Context: an optimization exercise on an open-source flow, tuned for small area. The choices shown serve that exercise and are no tape-out recipe. Power and IR drop assume default switching activity.

==> flow/design.v <==
`default_nettype none
`timescale 1ns/1ps
module Fifo #(
    parameter LEN = 10,
    parameter SIZE = 32
) (
    input logic clk_i,
    input logic rst_i,
    input logic valid_i,
    input logic ready_i,
    input logic[SIZE-1:0] data_i,
    output logic[SIZE-1:0] data_o,
    output logic valid_o,
    output logic is_full_o
);
localparam JW = LEN / 2;
logic [JW-1:0] cnt;
logic [SIZE-1:0] fifo [LEN-1:0];
logic [LEN-1:0] occ;
logic [LEN-1:0] cnt_dec;
wire wr = valid_i;
wire rd = ~valid_i & ready_i;
assign is_full_o = &occ;
always_comb begin
    for (int k = 0; k < LEN; k++) begin
        if (k == 0)
            cnt_dec[k] = ~cnt[JW-1] & ~cnt[0];
        else if (k < JW)
            cnt_dec[k] = cnt[k-1] & ~cnt[k];
        else if (k == JW)
            cnt_dec[k] = cnt[JW-1] & cnt[0];
        else
            cnt_dec[k] = ~cnt[k-JW-1] & cnt[k-JW];
    end
end
always_ff @(posedge clk_i) begin
    if (rst_i == 1'b0) begin
        cnt <= '0;
        valid_o <= 1'b0;
    end else begin
        valid_o <= rd;
        if (wr)
            cnt <= {cnt[JW-2:0], ~cnt[JW-1]};
        else if (rd)
            cnt <= {~cnt[0], cnt[JW-1:1]};
    end
end
always_ff @(posedge clk_i) begin
    for (int p = 0; p < LEN; p++)
        occ[p] <= rst_i && (wr ? (p == 0 ? 1'b1 : occ[(p + LEN - 1) % LEN])
                               : (occ[p] && !(ready_i && cnt_dec[(p + 1) % LEN])));
end
always_ff @(posedge clk_i) begin
    if (wr) begin
        fifo[0] <= data_i;
        for (int p = 1; p < LEN; p++)
            fifo[p] <= fifo[p-1];
    end
end
for (genvar b = 0; b < SIZE; b++) begin : g_rd
    logic [LEN-1:0] col;
    for (genvar i = 0; i < LEN; i++) begin : g_col
        assign col[i] = fifo[i][b];
    end
    FifoReadBit #(.LEN(LEN)) u_rd (.sel_i(cnt_dec), .d_i(col), .q_o(data_o[b]));
end
endmodule
module FifoReadBit #(
    parameter LEN = 10
) (
    input logic [LEN-1:0] sel_i,
    input logic [LEN-1:0] d_i,
    output logic q_o
);
logic [3:0] n;
FifoAoi3 u_g0 (.s_i(sel_i[2:0]), .d_i(d_i[2:0]), .n_o(n[0]));
FifoAoi3 u_g1 (.s_i(sel_i[5:3]), .d_i(d_i[5:3]), .n_o(n[1]));
FifoAoi3 u_g2 (.s_i(sel_i[8:6]), .d_i(d_i[8:6]), .n_o(n[2]));
assign n[3] = ~(sel_i[9] & d_i[9]);
assign q_o = ~&n;
endmodule
module FifoAoi3 (
    input logic [2:0] s_i,
    input logic [2:0] d_i,
    output logic n_o
);
assign n_o = ~|(s_i & d_i);
endmodule
clock: 5.0 ns
lec_check: 0
cap_margin: 0
core_margin: 2
core_utilization: 70
slew_margin: 0
synth_hierarchical: 1
standard.sh (not shown) runs the stock make flow with config.mk's settings and CLKGATE_MAP_FILE= SYNTH_SCRIPT=/design/flow/synth_recipe.tcl, a recipe that flattens the netlist after the stock synthesis.
==> flow/flow/run.sh <==
#!/bin/bash
# Standard ORFS layout (the standard.sh), with two knobs changed:
#  - port buffers use the smallest buffer cell (buf_1) instead of the default pick;
#  - clock tree synthesis without dummy loads, with its own buffer list and sink clusters.
set -euo pipefail
cd "$(dirname "$0")/.."
bash standard.sh \
  "BUFFER_PORTS_ARGS=-buffer_cell sky130_fd_sc_hd__buf_1" \
  "CTS_ARGS=-sink_clustering_enable -repair_clock_nets -dont_use_dummy_load -buf_list {sky130_fd_sc_hd__clkbuf_8 sky130_fd_sc_hd__clkbuf_16} -sink_clustering_size 30 -sink_clustering_max_diameter 80" \
  finish > standard_flow.log 2>&1
The starting point ran to the end with no violations.
Edit:
--- a/flow/flow/run.sh
+++ b/flow/flow/run.sh
@@ -9 +9 @@
-  "CTS_ARGS=-sink_clustering_enable -repair_clock_nets -dont_use_dummy_load -buf_list {sky130_fd_sc_hd__clkbuf_8 sky130_fd_sc_hd__clkbuf_16} -sink_clustering_size 30 -sink_clustering_max_diameter 80" \
+  "CTS_ARGS=-sink_clustering_enable -repair_clock_nets -dont_use_dummy_load -buf_list sky130_fd_sc_hd__clkbuf_8 -sink_clustering_size 20 -sink_clustering_max_diameter 60" \
CORE_UTILIZATION = 76   (was 70)
PLACE_DENSITY = 0.84   (was not set)
Result: Die area decreases by 7.7%; routed wire length increases by 1.0%; worst hold slack gains 13 ps; cell area decreases by 0.91%; synthesized cell count stays the same; clock power decreases by about 20%; setup slack loses 88 ps; cell count decreases by 2.9%; critical path depth stays the same; non-clock buffer count increases by 2; count of clock-buffer cells in the layout increases by 5.
Function was not checked in any run of this note: the RTL went through the layout flow alone.

==> separate check: timing with driven ports <==
In the flow no input, the clock included, has a driving cell. The finished layouts below were timed again as built, in two steps. Step 1 (the two cells are an assumption about what drives the block):
set clk [get_ports {clk_i}]
set_driving_cell -lib_cell sky130_fd_sc_hd__clkbuf_16 $clk
set_driving_cell -lib_cell sky130_fd_sc_hd__buf_2 [delete_from_list [all_inputs] $clk]
Step 2 moves the port delays by t, midway between the first and last clock arrival at a register: inputs arrive t later, outputs are due t later. That takes back most of the time a late clock gives input paths. Slacks: no drivers / after step 1 / after step 2; pairs: no drivers / after step 1.
run | shift t [ns] | setup WS [ns] | slew at the worst register clock pin (ns) | cell pins on the clock port's net
the first run | 0.524 | 1.342 / 1.301 / 1.825 | 0.11 / 0.11 | 1
the second run | 0.556 | 1.254 / 1.212 / 1.768 | 0.12 / 0.12 | 1
After both steps setup and hold are still met in every run listed.
